What follows belongs to an exercise in optimizing a design on an open flow for small area; a production flow would make more cautious choices. Where RTL was checked, it was by simulation tests only, not by an equivalence proof against the original. Function not checked in runs 3 and 5: the RTL went through the layout flow alone. No activity file was given, so power comes from the tool's default toggle rates.

### flow/design.v
`timescale 1ns / 1ps
module FIFO
#(parameter data_width =32,parameter addr_width=4)
(input clk,
input rd_en,
input wr_en,
input [data_width-1:0] data_in,
input reset,
output reg [data_width-1:0] data_out,
output reg empty,
output reg full,
output reg [addr_width-1:0] data_counter
);
localparam depth = 2**addr_width;
reg [data_width-1:0] memory [depth-1:0];
wire rd_ok = rd_en & ~empty;
wire wr_ok = wr_en & ~full & ~rd_ok;
wire [addr_width-1:0] rd_idx = data_counter - 1'b1;
integer i;
always @(posedge clk) begin
    if (wr_ok) begin
        memory[0] <= data_in;
        for (i = 1; i < depth; i = i + 1)
            memory[i] <= memory[i-1];
    end
end
wire [depth-1:0] sel;
genvar g;
generate
  for (g = 0; g < depth-1; g = g + 1) begin : s
    assign sel[g] = (data_counter == g+1);
  end
endgenerate
assign sel[depth-1] = full;
reg [data_width-1:0] rd_data;
always @* begin
    rd_data = 0;
    for (i = 0; i < depth; i = i + 1)
        rd_data = rd_data | (memory[i] & {data_width{sel[i] & rd_ok}});
    rd_data = rd_data | (data_out & {data_width{~rd_ok}});
end
always @(posedge clk)
    data_out <= rd_data;
always @(posedge clk) begin
    if (reset) begin
        data_counter <= 0;
        full <= 1'b0;
        empty <= 1'b1;
    end else if (rd_ok) begin
        data_counter <= data_counter - 1'b1;
        full <= 1'b0;
        empty <= (data_counter == 1);
    end else if (wr_ok) begin
        data_counter <= data_counter + 1'b1;
        full <= (data_counter == depth-1);
        empty <= 1'b0;
    end
end
endmodule
### flow/flow/run.sh
#!/bin/bash
# Own layout flow: the standard ORFS flow, with two changes.
#  1. Synthesis is the standard one (synth_recipe.tcl via standard.sh), but ABC
#     maps the combinational logic with an area-oriented script
#     (flow/abc_area.script) instead of ORFS's delay-oriented abc_speed.script.
#     Flip-flops are mapped by dfflibmap before ABC runs, so the registers,
#     their names and cell types are exactly the standard synthesis's.
#  2. Ports are buffered with buf_1 instead of ORFS's default pick, clock tree
#     without dummy loads, and non-critical gates are downsized after global
#     routing (RECOVER_POWER).
# Each step's full output goes to a log file of its own in the work folder.
set -euo pipefail
cd "$(dirname "$0")/.."
W=$PWD

rm -rf "$W/scripts_abc"
cp -r "$FLOW_HOME/scripts" "$W/scripts_abc"
cp "$W/flow/abc_area.script" "$W/scripts_abc/abc_speed.script"

bash standard.sh synth SCRIPTS_DIR="$W/scripts_abc" > "$W/synth.log" 2>&1

bash standard.sh finish \
  BUFFER_PORTS_ARGS="-buffer_cell sky130_fd_sc_hd__buf_1" \
  CTS_ARGS="-sink_clustering_enable -repair_clock_nets -buf_list {sky130_fd_sc_hd__clkbuf_4} -sink_clustering_size 10 -sink_clustering_max_diameter 40 -dont_use_dummy_load" \
  RECOVER_POWER=100 \
  > "$W/layout.log" 2>&1
### flow/flow/abc_area.script
&get -n
&st
&dch
&nf -R 1000
&put
### flow/standard.sh
#!/bin/bash
# synth_recipe.tcl (not shown) runs the flow's synth.tcl, then flattens the netlist and writes it again
# the make line also repeats each setting of config.mk as NAME=value (left out here)
make -C /OpenROAD-flow-scripts/flow DESIGN_CONFIG=/design/flow/config.mk WORK_HOME=/design/flow/orfs CLKGATE_MAP_FILE= SYNTH_SCRIPT=/design/flow/synth_recipe.tcl "${@:-finish}"
### flow/config.mk
export PLATFORM = sky130hd
export DESIGN_NAME = FIFO
export DESIGN_NICKNAME = FIFO
export VERILOG_FILES = /design/flow/design.v
export SDC_FILE = /design/flow/constraint.sdc
export NUM_CORES = 4
export LEC_CHECK = 0
export CAP_MARGIN = 20
export CORE_MARGIN = 2
export CORE_UTILIZATION = 75
export SETUP_SLACK_MARGIN = 0.05
export SLEW_MARGIN = 20
### flow/constraint.sdc
create_clock -name core_clock -period 2.2 [get_ports {clk}]
set_input_delay 0.4400 -clock core_clock [delete_from_list [all_inputs] [get_ports {clk}]]
set_output_delay 0.4400 -clock core_clock [all_outputs]
set_load 0.01 [all_outputs]
==> flow_summary.yaml, run 1 <==
status:
  outcome: "finished clean"
critical_path:
  max_stage_delay_ps: 340
  crit_type: "reg2reg"
  r2r_end: "data_out[1]"
  worstReg2RegStart: "data_counter[0]"
  r2r_slack_ps: 130
  path_cells: "clkbuf_1 -> ha_1 -> nand2_2 -> nor2_1 -> buf_4 -> a22o_1 -> a221oi_1 -> nand3_1"
  crit_path_max_fanout: 21
  critPathRequiredTime_ps: 2770
  worstSetupStartpointType: "flip-flop"
  arrival_ps: 2640
  cpMaxStageDelayCell: "dfxtp_1"
  worstRegToRegCells: 8
  endpoint_kind: "flip-flop"
power_and_ir_drop:
  p_leak_nw: 6.821
  powerDensity_nw_per_um2: 875.8
  power_mw: 18.63
  ir_drop_mv: 0.5868
timing:
  fin_crit_sh_pct: 94.04
  clock-skew-final_ps: 73.35
  tightest_slew_ps: 693.3
  fmax_mhz: 483.4
  slew_violations: 0
  hold_viol_final: 0
  hold_slack_ps: 86.20
  setup_tns_ps: 0
  slew-limit-headroom_pct: 53.78
  finalSetupViolations: 0
  rsz0062_at_grt: "false"
  period_needed_ps: 2069
grt:
  antenna_found_initial: 1
  grt_pass1_vias: 11150
  grt_pass1_wl_mm: 64.72
  gr-usage-all-layers_pct: 33.28
  grt_overflow_total: 0
  grt_max_degree: 60
clock_network:
  cts_buffers: 66
  post_cts_buffers: 0
  cts.sinks: 550
  cts_root_buf: "clkbuf_4"
  htree_levels: 3
  cts_tree: "yes"
  clkLatencyLatePin_ps: 700
  clock_path_buffers: 3
  clkTransAtPathRegs_ps: 90
logic_synthesis:
  ys_types: 24
  synthCells: 921
  synth_top_family_by_area: "compound AO/OA/AOI/OAI gates"
  synth-seq-cells: 550
  syn_area_per_cell_um2: 20.67
  yosys-top-cells-area: "edfxtp_1, dfxtp_1, a22oi_1"
  seq_area_frac_synth_pct: 84.77
  synth_fp_nets: 962
  synth_simple_gate_area_share_pct: 3.083
  synth_top_area_cell: "edfxtp_1"
  synthXorXnorAreaFrac_pct: 0.04601
  syn_area_um2: 19030
  yosysWarningCount: 2
  synth_compound_area_share_pct: 11.71
  yosysTopAreaCellShare_pct: 80.77
  synth_mux_area_share_pct: 0
  synthAdderAreaFrac_pct: 0.3287
placement:
  hpwl_mm: 24.06
  place_inst: 1381
  globalplace.congestion: 0.8499
  port_buffers: 73
finish:
  fin_nets: 1192
  drive_above_1_share_pct: 12.01
  fillers: 1088
  instances_no_fill: 1480
  area_delta_synth_final_pct: 11.78
  fin_util_pct: 84.98
floorplan:
  core_um2: 25040
  ios: 74
  die_area_um2: 26670
  die_h_um: 163.3
  start_util_pct: 76.03
  placement_rows: 58
  die_x_um: 163.3
route:
  viasPerCell: 7.409
  wire_per_inst_um: 29.27
  vias: 10970
  drt_iter0_markers: 1784
  drt_wl_total_mm: 43.32
  dr.pass1.iters: 6
  ant_nets: 0
  route.detailed.drc: 0
hold_path:
  hold_depth: 2
  hold_path.class: "in2reg"
  worstHoldStart: "reset"
  whs_endpoint: "data_counter[1]"
flow_run:
  maxCapViolCount: 0
repair_timing:
| item | 4_1_cts | 5_1_grt |
|---|---|---|
| resized for setup | 0 | 5 |
| setup endpoints to repair | 0 | 14 |
| hold buffers | 32 | 0 |
| hold endpoints to repair | 32 | 0 |
synthesized netlist by cell type:
| cell type | instances |
|---|---|
| ha_1 | 5 |
| nand2_1 | 6 |
| nand3_1 | 32 |
| o21bai_1 | 1 |
| clkinv_1 | 3 |
| a22oi_1 | 97 |
| a22o_1 | 64 |
| nor2b_1 | 1 |
| nor3_1 | 4 |
| a21oi_1 | 2 |
| dfxtp_1 | 38 |
| a222oi_1 | 32 |
| a211o_1 | 1 |
| xnor2_1 | 1 |
| o41ai_1 | 1 |
| and4_1 | 32 |
| a221oi_1 | 65 |
| nor2_1 | 16 |
| and2_0 | 2 |
| nand2b_1 | 3 |
| nand4_1 | 1 |
| a41oi_1 | 1 |
| edfxtp_1 | 512 |
| o21a_1 | 1 |
worst max path at each step:
stage | cells past startpoint | start | endpoint | slack [ps]
2_1_floorplan | 5 | rd_en | data_counter[2] | -6860
3_3_place_gp | 9 | rd_en | data_out[4] | 110
3_5_place_dp | 9 | rd_en | data_out[9] | -10
4_1_cts | 8 | data_counter[0] | data_out[8] | 100
5_1_grt | 8 | data_counter[0] | data_out[13] | 50
6_report | 8 | data_counter[0] | data_out[1] | 130
placed cells by master, fill, tap and decap left out, types with 5 or more instances in the layout:
cell	count
and4_1	32
nor2_2	10
nand3_1	32
dlygate4sd3_1	32
clkbuf_2	8
edfxtp_1	512
a221oi_1	65
ha_1	5
a22o_1	64
nor2_1	5
clkbuf_1	5
buf_12	21
dfxtp_1	38
clkbuf_4	68
buf_1	72
buf_4	22
a22oi_1	97
a222oi_1	32
cell families after synthesis:
family	after synthesis
compound gates	265
fa+ha+maj	5
xor+xnor	1
buf+inv	3
flops	550
simple gates	97
flip-flops by register name (all words and copies together) (netlist names):
| signal | cells |
|---|---|
| empty | 1 |
| memory | 512 |
| full | 1 |
| data_out | 32 |
| data_counter | 4 |
power breakdown:
part	total (mW)	switching (mW)	leakage [nW]	internal, mW
combinational	1.30	0.788	1.27	0.508
clock	4.39	3.00	0.304	1.39
sequential	12.9	0.514	5.25	12.4
per-layer routing:
metal,share of wire (%),global-route usage [%]
met1,36,47.60
met2,47,50.61
met3,13,7.186
met4,3.7,15.45
met5,0,0
area by class of cell:
class | instances | area, µm² | area share, %
Inverter | 3 | 11.26 | 0.05293
Sequential cell | 550 | 16140 | 75.84
Tap cell | 330 | 412.9 | 1.941
Timing Repair Buffer | 162 | 1250 | 5.875
Clock buffer | 66 | 495.5 | 2.329
Multi-Input combinational cell | 368 | 2969 | 13.95
Antenna cell | 1 | 2.502 | 0.01176
worst max-delay path: cells and delay by family (launching register included):
| kind | cells | cell delay (ps) |
|---|---|---|
| buffers and inverters | 2 | 420 |
| AND/OR/NAND/NOR | 3 | 370 |
| adder cells (fa/ha/maj) | 1 | 270 |
| AO/OA/AOI/OAI | 2 | 540 |
| flip-flops | 1 | 340 |
stage by stage:
stage	area (µm²)	setup WS, ps
after floorplan	19120	-6864
after global placement	20510	112.0
after detailed placement	20510	-12.06
after CTS	21330	99.01
after global routing	21280	45.37
final	21280	131.2
==> run 2: changes to the inputs <==
--- a/flow/flow/run.sh
+++ b/flow/flow/run.sh
@@ -21,6 +21,6 @@
 
 bash standard.sh finish \
   BUFFER_PORTS_ARGS="-buffer_cell sky130_fd_sc_hd__buf_1" \
-  CTS_ARGS="-sink_clustering_enable -repair_clock_nets -buf_list {sky130_fd_sc_hd__clkbuf_4} -sink_clustering_size 10 -sink_clustering_max_diameter 40 -dont_use_dummy_load" \
+  CTS_ARGS="-sink_clustering_enable -repair_clock_nets -buf_list {sky130_fd_sc_hd__clkbuf_8} -sink_clustering_size 22 -sink_clustering_max_diameter 50 -dont_use_dummy_load" \
   RECOVER_POWER=100 \
   > "$W/layout.log" 2>&1
==> flow_summary.yaml, run 2 <==
status:
  outcome: "finished clean"
finish:
  reg_top3: "memory x512, data_out x32, data_counter x4"
  regMostFlops: "memory"
  area_delta_synth_final_pct: 10.18
  fin_nets: 1131
  final_cell_mix: "edfxtp_1, a22oi_1, buf_1"
  diodes: 0
  drive_above_1_share_pct: 10.29
  fin_util_pct: 83.77
  final_common_cell: "edfxtp_1"
  instances_no_fill: 1418
  finish.instance_area_um2: 20970
  largest_reg_flops: 512
placement:
  place_area_um2: 20510
  port_buffers: 73
  hpwl_mm: 24.06
  place_inst: 1381
  globalplace.congestion: 0.8499
timing:
  slew-limit-headroom_pct: 25.95
  hold_viol_final: 0
  slew_violations: 0
  setup_tns_ps: 0
  period_needed_ps: 2110
  clock-skew-final_ps: 41.14
  hold_slack_ps: 21.15
  finalSetupViolations: 0
  fin_crit_sh_pct: 95.89
  tightest_slew_ps: 1111
  rsz0062_at_grt: "false"
  fmax_mhz: 474.0
route:
  drt_wl_total_mm: 40.64
  drt_iter0_markers: 1829
  viasPerCell: 7.406
  ant_nets: 0
  vias: 10500
  wire_per_inst_um: 28.66
  route.detailed.drc: 0
  dr.pass1.iters: 8
critical_path:
  r2r_end: "data_counter[1]"
  critPathRequiredTime_ps: 2680
  max_stage_delay_ps: 850
  endpoint_kind: "flip-flop"
  cp-startpoint: "empty"
  cpMaxStageDelayCell: "buf_2"
  worstSetupStartpointType: "flip-flop"
  cp.depth: 5
  r2r_slack_ps: 90
  arrival_ps: 2590
  path_cells: "nand2b_1 -> buf_2 -> and2_0 -> a221oi_1 -> nor2_1"
  crit_type: "reg2reg"
  crit_family: "buffers and inverters"
  worstReg2RegStart: "empty"
  crit_path_max_fanout: 35
  endpoint: "data_counter[1]"
  path_buf_inv: 1
  worstRegToRegCells: 5
logic_synthesis:
  synthCells: 921
  ys_async_sr_fraction_pct: 0
  seq_area_frac_synth_pct: 84.77
  synthTopCellsByCount: "edfxtp_1, a22oi_1, a221oi_1"
  yosysTopAreaCellShare_pct: 80.77
  synth_top_area_cell: "edfxtp_1"
  synth-seq-cells: 550
  yosysWarningCount: 2
  synth_ff_type: "edfxtp_1"
  syn_area_um2: 19030
  synth_fp_nets: 962
  yosysMostFrequentCell: "edfxtp_1"
  synth_edf_count: 512
  syn_area_per_cell_um2: 20.67
  yosys-top-cells-area: "edfxtp_1, dfxtp_1, a22oi_1"
  ys_types: 24
grt:
  gr-usage-all-layers_pct: 31.13
  antenna_found_initial: 0
  grt_pass1_vias: 10650
  grt_pass1_wl_mm: 61.18
  grt_max_degree: 60
  grt_overflow_total: 0
floorplan:
  start_util_pct: 76.03
  ios: 74
  die_h_um: 163.3
  placement_rows: 58
  core_um2: 25040
  die_x_um: 163.3
  die_area_um2: 26670
power_and_ir_drop:
  p_leak_nw: 6.655
  ir_drop_mv: 0.8243
  powerDensity_nw_per_um2: 882.4
clock_network:
  cts_buffers: 37
  clock_path_buffers: 3
  cts_tree: "yes"
  cts.sinks: 550
  cts_root_buf: "clkbuf_8"
  clkTransAtPathRegs_ps: 120
  post_cts_buffers: 0
  clkLatencyLatePin_ps: 570
  hold_buffers: 0
  htree_levels: 2
flow_run:
  maxCapViolCount: 0
hold_path:
  hold_path.class: "in2reg"
[run 2: final cells by class]
cell class	count	area, µm²
well taps	330	412.9
repair buffers	130	930.9
flip-flops and latches	550	16140
multi-input cells	368	2973
inverters	3	11.26
clock buffers	37	509.2
fillers	1099	4064
[run 2: timing repair]
| action | in CTS | in global routing |
|---|---|---|
| cloned | 0 | 0 |
| resized for setup | 1 | 4 |
| setup endpoints to repair | 1 | 6 |
[run 2: cells by family after synthesis]
kind of cell    synth area share, %
simple gates                  3.083
flops                         84.77
fa+ha+maj                    0.3287
buf+inv                     0.05916
xor+xnor                    0.04602
compound gates                11.71
[run 2: worst register-to-register path, delay by kind of cell (launching register included)]
kind / cells / cell delay [ps]
buffers and inverters: 1 / 850
AO/OA/AOI/OAI: 1 / 140
AND/OR/NAND/NOR: 3 / 620
flip-flops: 1 / 420
[run 2: power by group]
group	switching, mW	internal, mW	total [mW]
Sequential	0.497	12.4	12.9
Clock	2.81	1.52	4.34
Combinational	0.765	0.472	1.24
Total	4.08	14.4	18.5
[run 2: worst min path at each step]
stage | from | end | slack, ps | depth (start not counted)
final | data_in[30] | memory[0][30] | 20 | 1
after floorplan | memory[11][0] | memory[12][0] | 430 | 0
after detailed placement | memory[14][21] | memory[15][21] | 430 | 0
after CTS | data_in[30] | memory[0][30] | 1 | 1
after global routing | data_in[25] | memory[0][25] | 5 | 1
after global placement | memory[8][29] | memory[9][29] | 430 | 0
[run 2: layer usage]
| metal | vias up | wire length (µm) | track usage (%) |
|---|---|---|---|
| li1 | 4392 | - | - |
| met1 | 5274 | 15430 | 46.35 |
| met2 | 719 | 18840 | 47.10 |
| met3 | 116 | 5056 | 6.145 |
| met4 | 0 | 1316 | 12.03 |
| met5 | - | 0 | 0 |
[run 2: per-stage QoR]
step                power [mW]  worst slack [ps]
floorplan                13.84             -6864
global placement         14.25             112.0
detailed placement       14.40            -12.06
CTS                      18.59             99.04
global route             19.09             39.43
finish                   18.51             90.42
==> run 3: changes to the inputs <==
--- a/flow/design.v
+++ b/flow/design.v
@@ -25,20 +25,29 @@
     end
 end
 wire [depth-1:0] sel;
-genvar g;
+genvar g0;
 generate
-  for (g = 0; g < depth-1; g = g + 1) begin : s
-    assign sel[g] = (data_counter == g+1);
+  for (g0 = 0; g0 < depth-1; g0 = g0 + 1) begin : s
+    assign sel[g0] = (data_counter == g0+1);
   end
 endgenerate
 assign sel[depth-1] = full;
-reg [data_width-1:0] rd_data;
-always @* begin
-    rd_data = 0;
-    for (i = 0; i < depth; i = i + 1)
-        rd_data = rd_data | (memory[i] & {data_width{sel[i] & rd_ok}});
-    rd_data = rd_data | (data_out & {data_width{~rd_ok}});
-end
+wire [depth:0] g;
+generate
+  for (g0 = 0; g0 < depth; g0 = g0 + 1) begin : gs
+    assign g[g0] = sel[g0] & rd_ok;
+  end
+endgenerate
+assign g[depth] = ~rd_ok;
+wire [data_width-1:0] t0, t1, t2, t3, t4, t5, u;
+assign t0 = ~((memory[0]  & {data_width{g[0]}})  | (memory[1]  & {data_width{g[1]}})  | (memory[2]  & {data_width{g[2]}}));
+assign t1 = ~((memory[3]  & {data_width{g[3]}})  | (memory[4]  & {data_width{g[4]}})  | (memory[5]  & {data_width{g[5]}}));
+assign t2 = ~((memory[6]  & {data_width{g[6]}})  | (memory[7]  & {data_width{g[7]}})  | (memory[8]  & {data_width{g[8]}}));
+assign t3 = ~((memory[9]  & {data_width{g[9]}})  | (memory[10] & {data_width{g[10]}}) | (memory[11] & {data_width{g[11]}}));
+assign t4 = ~((memory[12] & {data_width{g[12]}}) | (memory[13] & {data_width{g[13]}}) | (memory[14] & {data_width{g[14]}}));
+assign t5 = ~((memory[15] & {data_width{g[15]}}) | (data_out  & {data_width{g[16]}}));
+assign u = t0 & t1 & t2 & t3;
+wire [data_width-1:0] rd_data = ~(u & t4 & t5);
 always @(posedge clk)
     data_out <= rd_data;
 always @(posedge clk) begin
--- a/flow/flow/run.sh
+++ b/flow/flow/run.sh
@@ -21,6 +21,6 @@
 
 bash standard.sh finish \
   BUFFER_PORTS_ARGS="-buffer_cell sky130_fd_sc_hd__buf_1" \
-  CTS_ARGS="-sink_clustering_enable -repair_clock_nets -buf_list {sky130_fd_sc_hd__clkbuf_8} -sink_clustering_size 22 -sink_clustering_max_diameter 50 -dont_use_dummy_load" \
+  CTS_ARGS="-sink_clustering_enable -repair_clock_nets -buf_list {sky130_fd_sc_hd__clkbuf_4 sky130_fd_sc_hd__clkbuf_8} -sink_clustering_size 16 -sink_clustering_max_diameter 60 -dont_use_dummy_load" \
   RECOVER_POWER=100 \
   > "$W/layout.log" 2>&1
==> flow_summary.yaml, run 3 <==
critical_path:
  endpoint_kind: "flip-flop"
  worstSetupStartpointType: "flip-flop"
  max_stage_delay_ps: 430
  worstRegToRegCells: 10
  cpMaxStageDelayCell: "a222oi_1"
  cp.depth: 10
  arrival_ps: 2560
  r2r_end: "data_out[26]"
  r2r_slack_ps: 70
  cp-startpoint: "data_counter[0]"
  worstReg2RegStart: "data_counter[0]"
  path_cells: "inv_1 -> clkbuf_1 -> ha_2 -> nand2_2 -> buf_6 -> nor2_4 -> buf_12 -> a222oi_1 -> and4_1 -> nand3_1"
  crit_family: "simple AND/OR/NAND/NOR gates"
  critPathRequiredTime_ps: 2630
  crit_type: "reg2reg"
  path_buf_inv: 4
  crit_path_max_fanout: 8
logic_synthesis:
  yosys-top-cells-area: "edfxtp_1, a222oi_1, dfxtp_1"
  synth_top_area_cell: "edfxtp_1"
  yosysMostFrequentCell: "edfxtp_1"
  synth_ff_type: "edfxtp_1"
  synthCells: 857
  yosysTopAreaCellShare_pct: 82.16
  ys_async_sr_fraction_pct: 0
  syn_area_per_cell_um2: 21.84
  syn_area_um2: 18710
  ys_types: 23
  synth-seq-cells: 550
  synth_fp_nets: 898
  seq_area_frac_synth_pct: 86.22
  synth_edf_count: 512
  synthTopCellsByCount: "edfxtp_1, a222oi_1, dfxtp_1"
  yosysWarningCount: 2
floorplan:
  core_um2: 24390
  start_util_pct: 76.73
  die_h_um: 162.0
  ios: 74
  die_area_um2: 26230
  placement_rows: 57
  die_x_um: 162.0
finish:
  drive_above_1_share_pct: 11.48
  reg_top3: "memory x512, data_out x32, data_counter x4"
  regMostFlops: "memory"
  fillers: 1057
  diodes: 0
  fin_nets: 1080
  final_cell_mix: "edfxtp_1, a222oi_1, buf_1"
  largest_reg_flops: 512
  area_delta_synth_final_pct: 11.15
  final_common_cell: "edfxtp_1"
clock_network:
  cts_root_buf: "clkbuf_8"
  clkLatencyLatePin_ps: 570
  clkTransAtPathRegs_ps: 100
  cts_buffers: 40
  hold_buffers: 0
  cts_tree: "yes"
  cts.sinks: 550
  clock_path_buffers: 3
  htree_levels: 2
grt:
  antenna_found_initial: 0
  grt_pass1_wl_mm: 63.33
  grt_pass1_vias: 10750
  grt_max_degree: 44
  gr-usage-all-layers_pct: 32.88
  grt_overflow_total: 0
route:
  dr.pass1.iters: 9
  viasPerCell: 7.654
  drt_iter0_markers: 1849
  ant_nets: 0
  drt_wl_total_mm: 42.44
  vias: 10420
  route.detailed.drc: 0
  wire_per_inst_um: 31.18
hold_path:
  hold_depth: 1
  hold_path.class: "in2reg"
  worstHoldStart: "data_in[14]"
  whs_endpoint: "memory[0][14]"
timing:
  tightest_slew_ps: 718.2
  slew-limit-headroom_pct: 52.12
  setup_tns_ps: 0
  rsz0062_at_grt: "false"
  finalSetupViolations: 0
  fmax_mhz: 469.3
  period_needed_ps: 2131
  clock-skew-final_ps: 49.69
  hold_viol_final: 0
  slew_violations: 0
  worst_slack_ps: 69.26
  fin_crit_sh_pct: 96.85
flow_run:
  maxCapViolCount: 0
placement:
  hpwl_mm: 24.03
  pre_cts_slack_ps: -178.7
  port_buffers: 73
  globalplace.congestion: 0.8094
power_and_ir_drop:
  ir_drop_mv: 0.7060
  powerDensity_nw_per_um2: 894.6
  p_leak_nw: 6.586
status:
  outcome: "finished clean"
run 3: logic make-up after synthesis:
family | count (synthesis) | share of synthesized area [%]
flip-flops | 550 | 86.22
AO/OA/AOI/OAI | 201 | 10.20
AND/OR/NAND/NOR | 97 | 3.136
adder cells (fa/ha/maj) | 5 | 0.3343
buffers and inverters | 3 | 0.06017
XOR/XNOR | 1 | 0.04681
run 3: report_power, final:
| group | internal (mW) | total [mW] | switching [mW] |
|---|---|---|---|
| clock network | 1.64 | 4.53 | 2.89 |
| logic | 0.386 | 1.13 | 0.748 |
| registers | 12.4 | 12.9 | 0.503 |
| total | 14.5 | 18.6 | 4.14 |
run 3: metal layers:
metal  GRT usage [%]  share of wire (%)  routed length [µm]  up-vias
li1                -                  -                   -     4283
met1           44.81                 35               14670     5202
met2           53.66                 50               21090      799
met3           6.435                 12                5020      133
met4           13.80                3.9                1651        0
met5               0                  0                   0        -
run 3: how the worst max path moves through the flow:
stage          slack, ps              end
3_5_place_dp        -180     data_out[26]
4_1_cts               50     data_out[11]
2_1_floorplan      -6860  data_counter[2]
3_3_place_gp        -330      data_out[2]
6_report              70     data_out[26]
5_1_grt               30     data_out[10]
run 3: worst reg2reg max path, stage by stage, from the launching register on:
cell      delay [ps]
dfxtp_1          360
inv_1             70
clkbuf_1         140
ha_2             200
nand2_2           70
buf_6            120
nor2_4            70
buf_12           170
a222oi_1         440
and4_1           270
nand3_1          100
run 3: what timing repair did:
action                     in CTS  in global routing
setup endpoints to repair      22                 26
setup buffers                   0                  2
gates resized for setup         9                  9
pin swaps                      17                  9
gates cloned                    2                  0
run 3: area by class of cell:
| cell class | instances | area [µm²] | share of cell area [%] |
|---|---|---|---|
| Timing Repair Buffer | 140 | 1016 | 4.884 |
| Multi-Input combinational cell | 304 | 2679 | 12.88 |
| Tap cell | 324 | 405.4 | 1.949 |
| Sequential cell | 550 | 16140 | 77.58 |
| Clock buffer | 40 | 550.5 | 2.647 |
| Inverter | 3 | 12.51 | 0.06015 |
run 3: through the flow:
| stage | instance area (µm²) | hold slack, ps | utilization, % | std cells | total power, mW |
|---|---|---|---|---|---|
| after floorplan | 18800 | 425.2 | - | 857 | 13.72 |
| final | 20800 | 31.99 | 85.28 | 1361 | 18.61 |
| after detailed placement | 20340 | 431.9 | 83.37 | 1317 | 14.32 |
| after CTS | 20970 | 10.82 | 85.97 | 1359 | 18.67 |
| after global placement | 20320 | 429.5 | 83.31 | 1316 | 14.15 |
| after global routing | 20800 | 18.27 | 85.28 | 1361 | 19.16 |
==> run 4: changes to the inputs <==
--- a/flow/design.v
+++ b/flow/design.v
@@ -15,7 +15,6 @@
 reg [data_width-1:0] memory [depth-1:0];
 wire rd_ok = rd_en & ~empty;
 wire wr_ok = wr_en & ~full & ~rd_ok;
-wire [addr_width-1:0] rd_idx = data_counter - 1'b1;
 integer i;
 always @(posedge clk) begin
     if (wr_ok) begin
==> flow_summary.yaml, run 4 <==
status:
  outcome: "finished clean"
route:
  vias: 10420
  wire_per_inst_um: 31.18
  route.detailed.drc: 0
  dr.pass1.iters: 9
  viasPerCell: 7.654
  drt_iter0_markers: 1849
  drt_wl_total_mm: 42.44
  ant_nets: 0
finish:
  largest_reg_flops: 512
  drive_above_1_share_pct: 11.48
  diodes: 0
  area_delta_synth_final_pct: 11.15
  fin_nets: 1080
  instances_no_fill: 1361
  final_cell_mix: "edfxtp_1, a222oi_1, buf_1"
  final_common_cell: "edfxtp_1"
  reg_top3: "memory x512, data_out x32, data_counter x4"
  regMostFlops: "memory"
timing:
  clock-skew-final_ps: 49.69
  setup_tns_ps: 0
  fin_crit_sh_pct: 96.85
  hold_viol_final: 0
  period_needed_ps: 2131
  slew-limit-headroom_pct: 52.12
  slew_violations: 0
  fmax_mhz: 469.3
  finalSetupViolations: 0
  hold_slack_ps: 31.99
  tightest_slew_ps: 718.2
  rsz0062_at_grt: "false"
  worst_slack_ps: 69.26
grt:
  grt_overflow_total: 0
  antenna_found_initial: 0
  gr-usage-all-layers_pct: 32.88
  grt_pass1_wl_mm: 63.33
  grt_max_degree: 44
  grt_pass1_vias: 10750
critical_path:
  endpoint: "data_out[26]"
  max_stage_delay_ps: 430
  arrival_ps: 2560
  cpMaxStageDelayCell: "a222oi_1"
  critPathRequiredTime_ps: 2630
  endpoint_kind: "flip-flop"
  crit_path_max_fanout: 8
  r2r_slack_ps: 70
  path_cells: "inv_1 -> clkbuf_1 -> ha_2 -> nand2_2 -> buf_6 -> nor2_4 -> buf_12 -> a222oi_1 -> and4_1 -> nand3_1"
  worstRegToRegCells: 10
  worstSetupStartpointType: "flip-flop"
  crit_type: "reg2reg"
  r2r_end: "data_out[26]"
  worstReg2RegStart: "data_counter[0]"
  cp-startpoint: "data_counter[0]"
placement:
  pre_cts_slack_ps: -178.7
  globalplace.congestion: 0.8094
  hpwl_mm: 24.03
  place_inst: 1317
  port_buffers: 73
floorplan:
  start_util_pct: 76.73
  placement_rows: 57
  die_x_um: 162.0
  die_h_um: 162.0
  core_um2: 24390
  die_area_um2: 26230
  ios: 74
logic_synthesis:
  synthXorXnorAreaFrac_pct: 0.04680
  seq_area_frac_synth_pct: 86.22
  syn_area_per_cell_um2: 21.84
  synth_top_family_by_area: "compound AO/OA/AOI/OAI gates"
  synth_simple_gate_area_share_pct: 3.136
  yosysTopAreaCellShare_pct: 82.16
  yosys-top-cells-area: "edfxtp_1, a222oi_1, dfxtp_1"
  synthCells: 857
  synth_compound_area_share_pct: 10.20
  syn_area_um2: 18710
  yosysWarningCount: 2
  ys_types: 23
  ys_async_sr_fraction_pct: 0
  synth_edf_count: 512
  synth_fp_nets: 898
  synth_top_area_cell: "edfxtp_1"
  synth-seq-cells: 550
  synthAdderAreaFrac_pct: 0.3343
  synth_mux_area_share_pct: 0
  synthTopCellsByCount: "edfxtp_1, a222oi_1, dfxtp_1"
  synth_ff_type: "edfxtp_1"
  yosysMostFrequentCell: "edfxtp_1"
clock_network:
  cts_buffers: 40
  hold_buffers: 0
  cts.sinks: 550
  clock_path_buffers: 3
  cts_root_buf: "clkbuf_8"
  cts_tree: "yes"
  htree_levels: 2
  clkLatencyLatePin_ps: 570
  clkTransAtPathRegs_ps: 100
power_and_ir_drop:
  power_mw: 18.61
  p_leak_nw: 6.586
  ir_drop_mv: 0.7060
  powerDensity_nw_per_um2: 894.6
flow_run:
  maxCapViolCount: 0
hold_path:
  hold_path.class: "in2reg"
==> run 4: cell counts in the layout (fill, tap and decap cells not counted) <==
No cell type changed its count.
==> run 4: kinds of logic (layout without fill, tap and decap cells) <==
group,after synthesis,count (layout)
AO/OA/AOI/OAI,201,201
AND/OR/NAND/NOR,97,97
adder cells (fa/ha/maj),5,5
buffers and inverters,3,183
XOR/XNOR,1,1
flip-flops,550,550
==> run 4: how the worst min path moves through the flow <==
stage / from / end / slack (ps) / cells after the start
floorplan: memory[11][0] / memory[12][0] / 430 / 0
global placement: memory[8][0] / memory[9][0] / 430 / 0
detailed placement: memory[1][1] / memory[2][1] / 430 / 0
CTS: data_in[14] / memory[0][14] / 10 / 1
global route: data_in[14] / memory[0][14] / 20 / 1
finish: data_in[14] / memory[0][14] / 30 / 1
==> run 4: routing by layer <==
metal / vias to the layer above / track usage [%] / share of wire, %
met5: - / 0 / 0
met4: 0 / 13.80 / 3.9
met3: 133 / 6.435 / 12
met2: 799 / 53.66 / 50
li1: 4283 / - / -
met1: 5202 / 44.81 / 35
==> run 4: cell type report <==
class / count / area [µm²]
tap: 324 / 405.4
multi-input combinational: 304 / 2679
fill: 1057 / 3591
inverter: 3 / 12.51
timing repair buffer: 140 / 1016
clock buffer: 40 / 550.5
sequential: 550 / 16140
==> run 4: worst max-delay path: cells and delay by family, from the launching register on <==
family	cells	cell delay, ps
AND/OR/NAND/NOR	4	510
buffers and inverters	4	500
AO/OA/AOI/OAI	1	430
flip-flops	1	360
adder cells (fa/ha/maj)	1	200
==> run 4: timing repair <==
item | in CTS | in global routing
endpoints found under the hold margin | 0 | 0
gates cloned | 2 | 0
setup endpoints to repair | 22 | 26
setup buffers | 0 | 2
resized for setup | 9 | 9
pin swaps | 17 | 9
==> run 4: where the power goes <==
group	switching, mW	total (mW)	internal (mW)
sequential	0.503	12.9	12.4
clock	2.89	4.53	1.64
combinational	0.748	1.13	0.386
total	4.14	18.6	14.5
==> run 4: stage by stage <==
stage | instance area, µm² | util [%]
2_1_floorplan | 18800 | -
3_3_place_gp | 20320 | 83.31
3_5_place_dp | 20340 | 83.37
4_1_cts | 20970 | 85.97
5_1_grt | 20800 | 85.28
6_report | 20800 | 85.28
==> run 5: changes to the inputs <==
--- a/flow/design.v
+++ b/flow/design.v
@@ -34,7 +34,7 @@
 wire [depth:0] g;
 generate
   for (g0 = 0; g0 < depth; g0 = g0 + 1) begin : gs
-    assign g[g0] = sel[g0] & rd_ok;
+    assign g[g0] = sel[g0] & rd_en;
   end
 endgenerate
 assign g[depth] = ~rd_ok;
==> flow_summary.yaml, run 5 <==
grt:
  grt_pass1_wl_mm: 63.93
  grt_pass1_vias: 10680
  antenna_found_initial: 0
  grt_overflow_total: 0
  grt_max_degree: 57
  gr-usage-all-layers_pct: 33.14
finish:
  area_delta_synth_final_pct: 12.31
  finish.instance_area_um2: 21020
  regMostFlops: "memory"
  fin_nets: 1087
  regArea_um2: 16140
  multi_input_area_um2: 2731
  fillers: 1014
  largest_reg_flops: 512
  fin_util_pct: 86.20
  reg_top3: "memory x512, data_out x32, data_counter x4"
  final_cell_mix: "edfxtp_1, a222oi_1, buf_1"
  diodes: 0
  drive_above_1_share_pct: 13.03
  final_common_cell: "edfxtp_1"
logic_synthesis:
  synth_simple_gate_area_share_pct: 3.135
  yosysWarningCount: 2
  yosysTopAreaCellShare_pct: 82.13
  synthAdderAreaFrac_pct: 0.3342
  synth-seq-cells: 550
  synthXorXnorAreaFrac_pct: 0.04679
  synthTopCellsByCount: "edfxtp_1, a222oi_1, dfxtp_1"
  ys_types: 23
  synth_edf_count: 512
  synth_fp_nets: 900
  syn_area_per_cell_um2: 21.79
  yosys-top-cells-area: "edfxtp_1, a222oi_1, dfxtp_1"
  yosysMostFrequentCell: "edfxtp_1"
  synth_ff_type: "edfxtp_1"
  synthCells: 859
  synth_top_family_by_area: "compound AO/OA/AOI/OAI gates"
  synth_mux_area_share_pct: 0
  ys_async_sr_fraction_pct: 0
  seq_area_frac_synth_pct: 86.20
  synth_compound_area_share_pct: 10.21
  syn_area_um2: 18720
  synth_top_area_cell: "edfxtp_1"
critical_path:
  cpMaxStageDelayCell: "a222oi_1"
  endpoint_kind: "flip-flop"
  path_cells: "inv_2 -> ha_1 -> nand2_2 -> buf_4 -> nor3_4 -> buf_4 -> a222oi_1 -> and4_1 -> nand3_1"
  crit_path_max_fanout: 9
  crit_type: "reg2reg"
  worstSetupStartpointType: "flip-flop"
  max_stage_delay_ps: 400
  cp_common_cell: "buf_4"
  critPathRequiredTime_ps: 2680
  arrival_ps: 2620
route:
  viasPerCell: 7.753
  route.detailed.drc: 0
  dr.pass1.iters: 10
  drt_wl_total_mm: 43.50
  ant_nets: 0
  drt_iter0_markers: 2256
  wire_per_inst_um: 31.79
  vias: 10610
timing:
  fin_crit_sh_pct: 97.38
  finalSetupViolations: 0
  period_needed_ps: 2142
  rsz0062_at_grt: "true"
  clock-skew-final_ps: 52.49
  fmax_mhz: 466.8
  slew_violations: 0
  worst_slack_ps: 57.64
  slew-limit-headroom_pct: 32.19
  tightest_slew_ps: 1017
  hold_viol_final: 0
clock_network:
  cts_tree: "yes"
  clkTransAtPathRegs_ps: 90
  htree_levels: 2
  cts.sinks: 550
  cts_root_buf: "clkbuf_8"
  clock_path_buffers: 3
  clkLatencyLatePin_ps: 590
  cts_buffers: 40
power_and_ir_drop:
  p_leak_nw: 6.677
  ir_drop_mv: 0.6828
  power_mw: 19.12
  powerDensity_nw_per_um2: 909.3
floorplan:
  ios: 74
  placement_rows: 57
  start_util_pct: 76.75
  core_um2: 24390
  die_x_um: 162.0
  die_area_um2: 26240
  die_h_um: 162.0
hold_path:
  hold_path.class: "in2reg"
placement:
  pre_cts_slack_ps: -191.1
  port_buffers: 73
  place_area_um2: 20360
  hpwl_mm: 24.72
  globalplace.congestion: 0.8266
flow_run:
  maxCapViolCount: 0
status:
  outcome: "finished clean"
## run 5: cell count changes in the layout (fill, tap and decap cells not counted), moves of 2 or more
cell | before | now
inv_2 | 0 | 2
nor2_4 | 4 | 12
buf_16 | 1 | 5
clkbuf_2 | 6 | 3
nor2_2 | 9 | 0
clkbuf_1 | 12 | 2
dfxtp_4 | 0 | 2
dlygate4sd3_1 | 0 | 2
buf_4 | 16 | 33
clkbuf_4 | 6 | 2
## run 5: worst paths after layout
check                                     start       endpoint  slack (ps)  cells past startpoint
worst max-delay path            data_counter[1]   data_out[26]          60                      9
worst min register to register    memory[3][22]  memory[4][22]         420                      0
worst min-delay path                data_in[18]  memory[0][18]          10                      1
worst max register to register  data_counter[1]   data_out[26]          60                      9
## run 5: critical path: cells and delay by family, from the launching register on
kind / cells / cell delay, ps
buf+inv: 3 / 440
fa+ha+maj: 1 / 210
compound gates: 1 / 400
simple gates: 4 / 570
flops: 1 / 390
## run 5: logic make-up (layout without fill, tap and decap cells)
family	after synthesis	after routing
AO/OA/AOI/OAI	202	202
XOR/XNOR	1	1
adder cells (fa/ha/maj)	5	5
buffers and inverters	4	189
flip-flops	550	550
AND/OR/NAND/NOR	97	97
## run 5: layout make-up
type / count / area share, %
Timing Repair Buffer: 145 / 5.600
Sequential cell: 550 / 76.78
Clock buffer: 40 / 2.619
Multi-Input combinational cell: 305 / 12.99
Tap cell: 324 / 1.928
Inverter: 4 / 0.07737
## run 5: layer usage
| metal | part of all wire, % | GRT usage [%] | vias up |
|---|---|---|---|
| li1 | - | - | 4304 |
| met1 | 34 | 46.90 | 5229 |
| met2 | 49 | 51.76 | 934 |
| met3 | 14 | 8.069 | 139 |
| met4 | 3.3 | 12.67 | 0 |
| met5 | 0 | 0 | - |
## run 5: stage by stage
step | TNS (ps) | hold WS, ps | instances
after floorplan | -3300920 | 425.2 | 859
after global placement | -10610 | 430.2 | 1299
after detailed placement | -2468 | 432.9 | 1312
after CTS | 0 | 3.922 | 1358
after global routing | 0 | 3.215 | 1368
final | 0 | 12.20 | 1368
## run 5: timing repair
action                                 in CTS  in global routing
setup endpoints to repair                  32                 32
buffers inserted                            5                  9
endpoints found under the hold margin       1                  1
hold buffers                                1                  1
gates resized for setup                     8                  7
pin swaps                                   6                 11
## run 5: report_power, final
group | switching (mW) | internal (mW) | total [mW]
Sequential | 0.574 | 12.5 | 13.1
Clock | 2.94 | 1.64 | 4.58
Combinational | 0.946 | 0.537 | 1.48
==> run 6: changes to the inputs <==
--- a/flow/design.v
+++ b/flow/design.v
@@ -49,17 +49,22 @@
 wire [data_width-1:0] rd_data = ~(u & t4 & t5);
 always @(posedge clk)
     data_out <= rd_data;
+wire [addr_width-1:0] dc = data_counter;
+wire [addr_width-1:0] dc_inc = {dc[3] ^ (dc[2] & dc[1] & dc[0]), dc[2] ^ (dc[1] & dc[0]),
+                               dc[1] ^ dc[0], ~dc[0]};
+wire [addr_width-1:0] dc_dec = {dc[3] ^ ~(dc[2] | dc[1] | dc[0]), dc[2] ^ ~(dc[1] | dc[0]),
+                               dc[1] ^ ~dc[0], ~dc[0]};
 always @(posedge clk) begin
     if (reset) begin
         data_counter <= 0;
         full <= 1'b0;
         empty <= 1'b1;
     end else if (rd_ok) begin
-        data_counter <= data_counter - 1'b1;
+        data_counter <= dc_dec;
         full <= 1'b0;
         empty <= (data_counter == 1);
     end else if (wr_ok) begin
-        data_counter <= data_counter + 1'b1;
+        data_counter <= dc_inc;
         full <= (data_counter == depth-1);
         empty <= 1'b0;
     end
--- a/flow/config.mk
+++ b/flow/config.mk
@@ -8,5 +8,4 @@
 export CAP_MARGIN = 20
 export CORE_MARGIN = 2
 export CORE_UTILIZATION = 75
-export SETUP_SLACK_MARGIN = 0.05
 export SLEW_MARGIN = 20
==> flow_summary.yaml, run 6 <==
critical_path:
  crit_path_max_fanout: 65
  crit_type: "reg2reg"
  arrival_ps: 2290
  endpoint_kind: "flip-flop"
  worstRegToRegCells: 4
  critPathRequiredTime_ps: 2390
  worstSetupStartpointType: "flip-flop"
timing:
  fmax_mhz: 476.1
  tightest_slew_ps: 737.6
  rsz0062_at_grt: "false"
  slew-limit-headroom_pct: 50.78
  fin_crit_sh_pct: 95.47
  finalSetupViolations: 0
  slew_violations: 0
  period_needed_ps: 2100
  hold_viol_final: 0
  clock-skew-final_ps: 30.95
logic_synthesis:
  yosys-top-cells-area: "edfxtp_1, a222oi_1, dfxtp_1"
  seq_area_frac_synth_pct: 86.45
  synth-seq-cells: 550
  synth_edf_count: 512
  yosysTopAreaCellShare_pct: 82.37
  syn_area_um2: 18670
  synth_fp_nets: 890
  synthTopCellsByCount: "edfxtp_1, a222oi_1, dfxtp_1"
  ys_async_sr_fraction_pct: 0
  syn_area_per_cell_um2: 21.86
  yosysWarningCount: 2
  synth_top_area_cell: "edfxtp_1"
  synthCells: 854
  synth_ff_type: "edfxtp_1"
  yosysMostFrequentCell: "edfxtp_1"
  ys_types: 21
route:
  drt_iter0_markers: 2031
  wire_per_inst_um: 28.73
  viasPerCell: 7.518
  vias: 10080
  route.detailed.drc: 0
  dr.pass1.iters: 10
  drt_wl_total_mm: 38.53
  ant_nets: 0
finish:
  regMostFlops: "memory"
  fin_nets: 1055
  diodes: 0
  multi_input_area_um2: 2589
  fin_util_pct: 84.19
  final_cell_mix: "edfxtp_1, a222oi_1, buf_1"
  largest_reg_flops: 512
  final_common_cell: "edfxtp_1"
  regArea_um2: 16140
  drive_above_1_share_pct: 10.23
  area_delta_synth_final_pct: 10.01
  reg_top3: "memory x512, data_out x32, data_counter x4"
  fillers: 1080
clock_network:
  clock_path_buffers: 3
  htree_levels: 2
  clkLatencyLatePin_ps: 570
  cts_buffers: 40
  cts_tree: "yes"
  post_cts_buffers: 0
  clkTransAtPathRegs_ps: 100
  cts.sinks: 550
  cts_root_buf: "clkbuf_8"
grt:
  grt_pass1_vias: 10300
  grt_overflow_total: 0
  grt_pass1_wl_mm: 58.53
  gr-usage-all-layers_pct: 29.86
  grt_max_degree: 73
  antenna_found_initial: 0
placement:
  port_buffers: 73
  globalplace.congestion: 0.8535
  hpwl_mm: 23.25
floorplan:
  ios: 74
  die_h_um: 161.8
  die_x_um: 161.8
  core_um2: 24390
  start_util_pct: 76.53
  placement_rows: 57
  die_area_um2: 26160
hold_path:
  hold_path.class: "in2reg"
  hold_depth: 1
power_and_ir_drop:
  powerDensity_nw_per_um2: 915.2
  power_mw: 18.79
  ir_drop_mv: 0.6623
  p_leak_nw: 6.491
status:
  outcome: "finished clean"
flow_run:
  maxCapViolCount: 0
## run 6: worst paths after layout
path | start | to | slack (ps)
worst min register to register | memory[10][2] | memory[11][2] | 420
worst max-delay path | empty | memory[1][1] | 100
worst max register to register | empty | memory[1][1] | 100
worst min-delay path | data_in[10] | memory[0][10] | 30
## run 6: per-layer routing
metal	vias to the layer above	wire length (µm)	track usage [%]	share of wire (%)
li1	4240	-	-	-
met1	5048	13560	40.84	35
met2	703	19990	50.49	52
met3	90	3958	4.265	10
met4	0	1019	11.34	2.6
met5	-	0	0	0
## run 6: where the power goes
| group | total, mW | internal (mW) | switching [mW] |
|---|---|---|---|
| clock network | 4.49 | 1.64 | 2.85 |
| logic | 1.32 | 0.483 | 0.832 |
| registers | 13.0 | 12.5 | 0.530 |
## run 6: final cells by class
cell class              count  area share [%]
clock buffers              40           2.681
inverters                   1         0.01828
multi-input cells         303           12.61
flip-flops and latches    550           78.59
well taps                 324           1.974
repair buffers            123           4.131
## run 6: cells by family after synthesis
| group | count (synthesis) | share of synthesized area [%] |
|---|---|---|
| mux | 1 | 0.06033 |
| flops | 550 | 86.45 |
| compound gates | 201 | 10.16 |
| xor+xnor | 1 | 0.04693 |
| buf+inv | 1 | 0.02009 |
| simple gates | 100 | 3.271 |
## run 6: metrics by stage
step                area [µm²]  worst slack (ps)  hold WS [ps]  std cells  setup TNS, ps
finish                   20530             99.56         27.11       1341              0
global route             20530             22.39         1.609       1341              0
CTS                      20610             9.739         4.858       1341              0
detailed placement       20050            -126.0         431.9       1301          -1195
global placement         20050             38.42         429.4       1301              0
floorplan                18690             -6948         425.2        854       -3310400
## run 6: critical path, cell delays in order, from the launching register on
cell     delay, ps
dfxtp_1        440
nor2b_4         60
nor2_1         440
buf_12         320
buf_8          420
## run 6: what timing repair did
action | in CTS | in global routing
pin swaps | 0 | 1
endpoints found under the setup margin | 2 | 24
gates resized for setup | 1 | 4
hold buffers | 0 | 0
==> run 7: changes to the inputs <==
==> flow/flow/abc_area.script (replaced) <==
&get -n
&st
&dch
&nf -R 1000
&put
topo
stime -c
upsize -c
dnsize -c
--- a/flow/config.mk
+++ b/flow/config.mk
@@ -8,4 +8,5 @@
 export CAP_MARGIN = 20
 export CORE_MARGIN = 2
 export CORE_UTILIZATION = 75
+export SETUP_SLACK_MARGIN = 0.05
 export SLEW_MARGIN = 20
==> flow_summary.yaml, run 7 <==
power_and_ir_drop:
  ir_drop_mv: 0.7755
  powerDensity_nw_per_um2: 915.6
  p_leak_nw: 6.514
  power_mw: 18.94
finish:
  regMostFlops: "memory"
  reg_top3: "memory x512, data_out x32, data_counter x4"
  final_cell_mix: "edfxtp_1, a222oi_1, buf_1"
  finish.instance_area_um2: 20690
  largest_reg_flops: 512
  fin_util_pct: 84.58
  drive_above_1_share_pct: 11.38
  diodes: 0
  fin_nets: 1066
  final_common_cell: "edfxtp_1"
  area_delta_synth_final_pct: 9.917
floorplan:
  die_area_um2: 26380
  die_x_um: 162.4
  die_h_um: 162.4
  start_util_pct: 76.95
  ios: 74
  placement_rows: 57
  core_um2: 24460
critical_path:
  worstSetupStartpointType: "flip-flop"
  arrival_ps: 2640
  crit_type: "reg2reg"
  endpoint_kind: "flip-flop"
  crit_path_max_fanout: 22
  critPathRequiredTime_ps: 2700
placement:
  globalplace.congestion: 0.7915
  port_buffers: 73
  place_area_um2: 20120
  hpwl_mm: 22.53
route:
  dr.pass1.iters: 9
  drt_wl_total_mm: 41.81
  ant_nets: 0
  vias: 10460
  wire_per_inst_um: 30.92
  route.detailed.drc: 0
  drt_iter0_markers: 2081
  viasPerCell: 7.740
clock_network:
  cts_root_buf: "clkbuf_8"
  cts_tree: "yes"
  clock_path_buffers: 3
  cts_buffers: 40
  clkLatencyLatePin_ps: 590
  htree_levels: 2
  cts.sinks: 550
  clkTransAtPathRegs_ps: 100
logic_synthesis:
  synth-seq-cells: 550
  synth_ff_type: "edfxtp_1"
  ys_types: 28
  syn_area_per_cell_um2: 22.04
  yosysTopAreaCellShare_pct: 81.68
  yosys-top-cells-area: "edfxtp_1, a222oi_1, dfxtp_1"
  yosysWarningCount: 2
  seq_area_frac_synth_pct: 85.72
  syn_area_um2: 18820
  synth_fp_nets: 890
  ys_async_sr_fraction_pct: 0
  synthTopCellsByCount: "edfxtp_1, a222oi_1, dfxtp_1"
  synthCells: 854
  synth_edf_count: 512
  yosysMostFrequentCell: "edfxtp_1"
  synth_top_area_cell: "edfxtp_1"
grt:
  antenna_found_initial: 0
  gr-usage-all-layers_pct: 32.12
  grt_pass1_wl_mm: 61.96
  grt_overflow_total: 0
  grt_pass1_vias: 10530
  grt_max_degree: 78
timing:
  rsz0062_at_grt: "false"
  setup_tns_ps: 0
  slew_violations: 0
  finalSetupViolations: 0
  clock-skew-final_ps: 48.64
  tightest_slew_ps: 911.1
  hold_viol_final: 0
  period_needed_ps: 2140
  fmax_mhz: 467.3
  slew-limit-headroom_pct: 39.12
  fin_crit_sh_pct: 97.27
flow_run:
  maxCapViolCount: 0
hold_path:
  hold_path.class: "in2reg"
status:
  outcome: "finished clean"
==> run 7: cell types whose count changed in the layout (fill, tap and decap cells not counted), sizes merged <==
| cell | change |
|---|---|
| dlygate4sd3 | +6 |
| nor2 | +6 |
| clkbuf | +7 |
| buf | -8 |
==> run 7: path summary, 6_finish.rpt <==
check                   from       endpoint  slack (ps)  cells past startpoint
max reg2reg  data_counter[0]    data_out[1]          60                      6
min reg2reg    memory[6][17]  memory[7][17]         430                      0
max          data_counter[0]    data_out[1]          60                      6
min              data_in[20]  memory[0][20]          20                      1
==> run 7: metrics by stage <==
| stage | hold WS (ps) | instances | worst slack, ps |
|---|---|---|---|
| 6_report | 20.74 | 1352 | 60.11 |
| 5_1_grt | 21.64 | 1352 | 51.76 |
| 4_1_cts | 0.4039 | 1350 | 83.52 |
| 3_5_place_dp | 431.3 | 1298 | -310.9 |
| 3_3_place_gp | 429.4 | 1298 | -245.9 |
| 2_1_floorplan | 425.2 | 854 | -6966 |
==> run 7: report_power, final <==
group	switching [mW]	internal (mW)
sequential	0.535	12.5
clock	2.93	1.64
combinational	0.885	0.496
total	4.35	14.6
==> run 7: cells by family after synthesis <==
| kind of cell | Yosys count | synth area share [%] |
|---|---|---|
| AO/OA/AOI/OAI | 201 | 10.07 |
| XOR/XNOR | 1 | 0.04654 |
| buffers and inverters | 1 | 0.01992 |
| flip-flops | 550 | 85.72 |
| multiplexers | 1 | 0.05982 |
| AND/OR/NAND/NOR | 100 | 4.081 |
==> run 7: worst max-delay path, stage by stage, from the launching register on <==
cell,delay [ps]
dfxtp_1,400
nand3b_4,240
nor2_4,740
buf_4,280
a222oi_1,100
and4_1,220
nand3_1,80
==> run 7: layer usage <==
layer  global-route usage, %  vias to the layer above  share of wire, %
li1                        -                     4266                 -
met1                   43.18                     5202                34
met2                   53.79                      848                50
met3                   5.500                      148                12
met4                   13.03                        0               3.9
met5                       0                        -                 0
==> run 7: what timing repair did <==
action | CTS | global route
hold buffers | 6 | 0
pin swaps | 6 | 1
setup endpoints to repair | 32 | 32
gates cloned | 6 | 0
setup buffers | 0 | 2
gates resized for setup | 7 | 3
hold endpoints to repair | 6 | 0
==> run 7: final cells by class <==
class | instances | area [µm²]
Timing Repair Buffer | 128 | 817.0
Tap cell | 324 | 405.4
Clock buffer | 40 | 550.5
Fill cell | 1068 | 3772
Inverter | 1 | 3.754
Sequential cell | 550 | 16140
Multi-Input combinational cell | 309 | 2776
==> run 8: changes to the inputs <==
==> flow/flow/abc_area.script (replaced) <==
&get -n
&st
&dch
&nf -R 1000
&put
==> flow_summary.yaml, run 8 <==
power_and_ir_drop:
  power_mw: 18.81
  powerDensity_nw_per_um2: 914.8
  ir_drop_mv: 0.6591
  p_leak_nw: 6.498
timing:
  tightest_slew_ps: 545.4
  slew-limit-headroom_pct: 63.50
  finalSetupViolations: 0
  fin_crit_sh_pct: 94.09
  worst_slack_ps: 130.0
  fmax_mhz: 483.1
  slew_violations: 0
  clock-skew-final_ps: 30.40
  period_needed_ps: 2070
  rsz0062_at_grt: "false"
  hold_viol_final: 0
logic_synthesis:
  synthCells: 854
  yosysWarningCount: 2
  seq_area_frac_synth_pct: 86.45
  yosysMostFrequentCell: "edfxtp_1"
  synth_top_area_cell: "edfxtp_1"
  yosys-top-cells-area: "edfxtp_1, a222oi_1, dfxtp_1"
  ys_types: 21
  synth_edf_count: 512
  syn_area_per_cell_um2: 21.86
  synth-seq-cells: 550
  synth_ff_type: "edfxtp_1"
  synthTopCellsByCount: "edfxtp_1, a222oi_1, dfxtp_1"
  yosysTopAreaCellShare_pct: 82.37
  synth_fp_nets: 890
  ys_async_sr_fraction_pct: 0
  syn_area_um2: 18670
placement:
  globalplace.congestion: 0.8535
  pre_cts_slack_ps: -126.0
  place_area_um2: 20050
  hpwl_mm: 23.25
  port_buffers: 73
  place_inst: 1301
route:
  drt_iter0_markers: 2080
  drt_wl_total_mm: 38.57
  wire_per_inst_um: 28.76
  ant_nets: 0
  viasPerCell: 7.487
  dr.pass1.iters: 8
  route.detailed.drc: 0
  vias: 10040
finish:
  largest_reg_flops: 512
  fin_nets: 1055
  drive_above_1_share_pct: 10.42
  area_delta_synth_final_pct: 10.16
  diodes: 0
  final_cell_mix: "edfxtp_1, a222oi_1, buf_1"
  fillers: 1079
  final_common_cell: "edfxtp_1"
  regMostFlops: "memory"
  finish.instance_area_um2: 20560
  instances_no_fill: 1341
  reg_top3: "memory x512, data_out x32, data_counter x4"
floorplan:
  core_um2: 24390
  die_x_um: 161.8
  die_h_um: 161.8
  placement_rows: 57
  start_util_pct: 76.53
  ios: 74
  die_area_um2: 26160
critical_path:
  critPathRequiredTime_ps: 2700
  crit_family: "simple AND/OR/NAND/NOR gates"
  arrival_ps: 2570
  path_cells: "nand3b_1 -> clkbuf_1 -> nor3_1 -> buf_4 -> a222oi_1 -> and4_1 -> nand3_1"
  worstSetupStartpointType: "flip-flop"
  max_stage_delay_ps: 380
  cpMaxStageDelayCell: "dfxtp_2"
  path_buf_inv: 2
  crit_path_max_fanout: 13
  crit_type: "reg2reg"
  endpoint_kind: "flip-flop"
grt:
  grt_max_degree: 73
  grt_pass1_vias: 10320
  grt_overflow_total: 0
  grt_pass1_wl_mm: 58.56
  gr-usage-all-layers_pct: 29.87
  antenna_found_initial: 0
clock_network:
  post_cts_buffers: 0
  htree_levels: 2
  cts_buffers: 40
  cts_tree: "yes"
  clkLatencyLatePin_ps: 580
  clkTransAtPathRegs_ps: 100
  cts_root_buf: "clkbuf_8"
  clock_path_buffers: 3
  cts.sinks: 550
status:
  outcome: "finished clean"
flow_run:
  maxCapViolCount: 0
hold_path:
  hold_path.class: "in2reg"
-- run 8: power by group --
group | total, mW | internal (mW) | switching [mW]
Clock | 4.50 | 1.64 | 2.86
Sequential | 13.0 | 12.5 | 0.530
Combinational | 1.32 | 0.485 | 0.835
-- run 8: logic make-up (layout without fill, tap and decap cells) --
kind of cell	after synthesis	count (layout)	synth area share, %
compound gates	201	201	10.16
xor+xnor	1	1	0.04693
buf+inv	1	164	0.02009
flops	550	550	86.45
mux	1	1	0.06033
simple gates	100	100	3.271
-- run 8: area by class of cell --
class / count / area (µm²) / area share (%)
multi-input cells: 303 / 2601 / 12.65
inverters: 1 / 3.754 / 0.01826
flip-flops and latches: 550 / 16140 / 78.49
clock buffers: 40 / 550.5 / 2.678
well taps: 324 / 405.4 / 1.972
repair buffers: 123 / 860.8 / 4.187
-- run 8: final timing paths --
check,from,to,slack [ps],depth (start not counted)
setup / recovery,data_counter[1],data_out[9],130,7
hold reg to reg,memory[10][2],memory[11][2],420,0
hold / removal,data_in[10],memory[0][10],20,1
setup reg to reg,data_counter[1],data_out[9],130,7
-- run 8: worst register-to-register path: cells and delay by family (launching register included) --
kind,cells,cell delay [ps]
simple gates,4,990
buf+inv,2,520
flops,1,380
compound gates,1,120
-- run 8: metrics by stage --
step / util [%] / TNS (ps) / hold WS [ps]
floorplan: - / -3310400 / 425.2
global placement: 82.20 / 0 / 429.4
detailed placement: 82.20 / -1195 / 431.9
CTS: 84.52 / 0 / 4.858
global route: 84.30 / 0 / 1.609
finish: 84.30 / 0 / 24.71
-- run 8: layer usage --
metal	global-route usage [%]	routed length, µm
met5	0	0
met4	11.46	1139
met3	4.137	3966
met2	50.51	19820
met1	40.90	13650
-- run 8: timing repair --
| action | in CTS | in global routing |
|---|---|---|
| pin swaps | 0 | 0 |
| hold buffers | 0 | 0 |
| gates resized for setup | 3 | 6 |
| endpoints found under the setup margin | 7 | 22 |
==> run 9: changes to the inputs <==
--- a/flow/config.mk
+++ b/flow/config.mk
@@ -5,8 +5,8 @@
 export SDC_FILE = /design/flow/constraint.sdc
 export NUM_CORES = 4
 export LEC_CHECK = 0
-export CAP_MARGIN = 20
+export CAP_MARGIN = 5
 export CORE_MARGIN = 2
 export CORE_UTILIZATION = 75
 export SETUP_SLACK_MARGIN = 0.05
-export SLEW_MARGIN = 20
+export SLEW_MARGIN = 5
==> flow_summary.yaml, run 9 <==
logic_synthesis:
  yosysWarningCount: 2
  synth_fp_nets: 890
  synth_top_family_by_area: "compound AO/OA/AOI/OAI gates"
  synthXorXnorAreaFrac_pct: 0.04692
  yosysMostFrequentCell: "edfxtp_1"
  synth-seq-cells: 550
  synthAdderAreaFrac_pct: 0
  seq_area_frac_synth_pct: 86.45
  yosys-top-cells-area: "edfxtp_1, a222oi_1, dfxtp_1"
  yosysTopAreaCellShare_pct: 82.37
  ys_types: 21
  syn_area_per_cell_um2: 21.86
  synth_top_area_cell: "edfxtp_1"
  synthCells: 854
  syn_area_um2: 18670
  synth_simple_gate_area_share_pct: 3.271
  synth_mux_area_share_pct: 0.06033
  synth_edf_count: 512
  ys_async_sr_fraction_pct: 0
  synthTopCellsByCount: "edfxtp_1, a222oi_1, dfxtp_1"
  synth_ff_type: "edfxtp_1"
  synth_compound_area_share_pct: 10.16
placement:
  globalplace.congestion: 0.8535
  port_buffers: 73
  pre_cts_slack_ps: -126.0
  hpwl_mm: 23.25
critical_path:
  path_cells: "nand3b_1 -> clkbuf_1 -> nor3_1 -> buf_4 -> a222oi_1 -> and4_1 -> nand3_1"
  critPathRequiredTime_ps: 2700
  max_stage_delay_ps: 380
  crit_path_max_fanout: 13
  crit_type: "reg2reg"
  worstSetupStartpointType: "flip-flop"
  endpoint_kind: "flip-flop"
  path_buf_inv: 2
  arrival_ps: 2570
  crit_family: "simple AND/OR/NAND/NOR gates"
  r2r_slack_ps: 130
  cpMaxStageDelayCell: "dfxtp_2"
finish:
  fillers: 1079
  regMostFlops: "memory"
  final_cell_mix: "edfxtp_1, a222oi_1, buf_1"
  largest_reg_flops: 512
  fin_util_pct: 84.30
  area_delta_synth_final_pct: 10.16
  diodes: 0
  final_common_cell: "edfxtp_1"
  reg_top3: "memory x512, data_out x32, data_counter x4"
  drive_above_1_share_pct: 10.42
  multi_input_area_um2: 2601
  regArea_um2: 16140
  fin_nets: 1055
clock_network:
  cts_tree: "yes"
  clkLatencyLatePin_ps: 580
  hold_buffers: 0
  clkTransAtPathRegs_ps: 100
  htree_levels: 2
  cts_root_buf: "clkbuf_8"
  cts_buffers: 40
  clock_path_buffers: 3
  cts.sinks: 550
flow_run:
  maxCapViolCount: 0
grt:
  gr-usage-all-layers_pct: 29.87
  grt_overflow_total: 0
  grt_pass1_vias: 10320
  grt_max_degree: 73
  antenna_found_initial: 0
  grt_pass1_wl_mm: 58.56
timing:
  hold_viol_final: 0
  rsz0062_at_grt: "false"
  fmax_mhz: 483.1
  slew-limit-headroom_pct: 63.50
  finalSetupViolations: 0
  tightest_slew_ps: 545.4
  period_needed_ps: 2070
  setup_tns_ps: 0
  hold_slack_ps: 24.71
  slew_violations: 0
  fin_crit_sh_pct: 94.09
  worst_slack_ps: 130.0
  clock-skew-final_ps: 30.40
route:
  wire_per_inst_um: 28.76
  drt_wl_total_mm: 38.57
  drt_iter0_markers: 2080
  vias: 10040
  ant_nets: 0
  route.detailed.drc: 0
  viasPerCell: 7.487
  dr.pass1.iters: 8
floorplan:
  ios: 74
  start_util_pct: 76.53
  die_area_um2: 26160
  placement_rows: 57
  core_um2: 24390
  die_h_um: 161.8
  die_x_um: 161.8
power_and_ir_drop:
  power.switching_fraction_pct: 22.48
  clkPwrFrac_pct: 23.9
  power_mw: 18.81
  power_frac_seq_pct: 69.0
  ir_drop_mv: 0.6591
  combPwrFrac_pct: 7.0
  powerDensity_nw_per_um2: 914.8
  power.internal_mw: 14.58
  p_leak_nw: 6.498
  p_sw_mw: 4.228
status:
  outcome: "finished clean"
hold_path:
  hold_path.class: "in2reg"
-- run 9: cell counts after synthesis --
No cell type changed its count.
-- run 9: cell type report --
type | instances | share of cell area, %
Inverter | 1 | 0.01826
Multi-Input combinational cell | 303 | 12.65
Timing Repair Buffer | 123 | 4.187
Clock buffer | 40 | 2.678
Sequential cell | 550 | 78.49
Tap cell | 324 | 1.972
-- run 9: layer usage --
| metal | up-vias | track usage [%] | part of all wire [%] |
|---|---|---|---|
| li1 | 4239 | - | - |
| met1 | 5001 | 40.90 | 35 |
| met2 | 695 | 50.51 | 51 |
| met3 | 105 | 4.137 | 10 |
| met4 | 0 | 11.46 | 3.0 |
| met5 | - | 0 | 0 |
-- run 9: final timing paths --
path	startpoint	end	depth (start not counted)
hold reg to reg	memory[10][2]	memory[11][2]	0
setup reg to reg	data_counter[1]	data_out[9]	7
setup / recovery	data_counter[1]	data_out[9]	7
hold / removal	data_in[10]	memory[0][10]	1
-- run 9: power groups by stage --
| stage | Sequential, mW | Clock (mW) | Combinational (mW) |
|---|---|---|---|
| 2_1_floorplan | 13.3 | 0 | 0.628 |
| 3_3_place_gp | 13.1 | 0 | 1.26 |
| 3_5_place_dp | 13.2 | 0 | 1.35 |
| 4_1_cts | 13.0 | 4.57 | 1.35 |
| 5_1_grt | 13.1 | 4.94 | 1.44 |
| 6_report | 13.0 | 4.50 | 1.32 |
-- run 9: worst reg2reg max path, stage by stage (launching register included) --
cell	delay, ps
dfxtp_2	380
nand3b_1	260
clkbuf_1	200
nor3_1	380
buf_4	320
a222oi_1	120
and4_1	240
nand3_1	110
-- run 9: kinds of logic (layout without fill, tap and decap cells) --
logic type / after synthesis / in the layout
simple gates: 100 / 100
compound gates: 201 / 201
xor+xnor: 1 / 1
flops: 550 / 550
mux: 1 / 1
buf+inv: 1 / 164
-- run 9: timing repair --
item,4_1_cts,5_1_grt
setup buffers,0,0
resized for setup,3,6
endpoints found under the setup margin,7,22
-- run 9: through the flow --
stage / instances / instance area (µm²)
final: 1341 / 20560
after global routing: 1341 / 20560
after CTS: 1341 / 20620
after detailed placement: 1301 / 20050
after global placement: 1301 / 20050
after floorplan: 854 / 18690

==> static timing again, ports no longer ideal <==
How much do the figures lean on ideal ports? The routed layouts below were timed once more, with nothing changed but the port constraints. Step 1 (the two cells are an assumption about what drives the block):
set clk [get_ports {clk}]
set_driving_cell -lib_cell sky130_fd_sc_hd__clkbuf_16 $clk
set_driving_cell -lib_cell sky130_fd_sc_hd__buf_2 [delete_from_list [all_inputs] $clk]
Step 2 times the ports against the registers' clock, not the clock port: input delays grow and output delays shrink by t, the midpoint of the rising clock arrivals with the driver on. Three values: ideal ports, drivers, drivers and shift; two values: the first two.
| run | shift t [ns] | slack for setup (ns) | hold WS [ns] | latest minus earliest clock arrival (ns) | worst slew at a driven data input, ns |
|---|---|---|---|---|---|
| run 1 | 0.711 | 0.131 / 0.131 / -0.090 | 0.086 / 0.062 / 0.415 | 0.076 / 0.076 | 0.04 |
| run 2 | 0.597 | 0.090 / 0.090 / -0.069 | 0.021 / 0.003 / 0.423 | 0.047 / 0.047 | 0.04 |
| run 3 | 0.585 | 0.069 / 0.069 / -0.193 | 0.032 / 0.014 / 0.429 | 0.052 / 0.053 | 0.04 |
| run 4 | 0.585 | 0.069 / 0.069 / -0.193 | 0.032 / 0.014 / 0.429 | 0.052 / 0.053 | 0.04 |
| run 5 | 0.617 | 0.058 / 0.058 / -0.327 | 0.012 / -0.011 / 0.424 | 0.055 / 0.055 | 0.04 |
| run 6 | 0.609 | 0.100 / 0.100 / -0.293 | 0.027 / 0.000 / 0.419 | 0.035 / 0.034 | 0.04 |
| run 7 | 0.617 | 0.060 / 0.060 / -0.425 | 0.021 / -0.002 / 0.425 | 0.057 / 0.057 | 0.04 |
| run 8 | 0.613 | 0.130 / 0.130 / -0.266 | 0.025 / -0.003 / 0.421 | 0.035 / 0.036 | 0.04 |
| run 9 | 0.613 | 0.130 / 0.130 / -0.266 | 0.025 / -0.003 / 0.421 | 0.035 / 0.036 | 0.04 |
With both steps, setup timing fails in every run listed, where it was met with ideal ports. The setup slack of run 7, which loses most, moves by 0.000 ns with the drivers and by -0.485 ns with both steps.
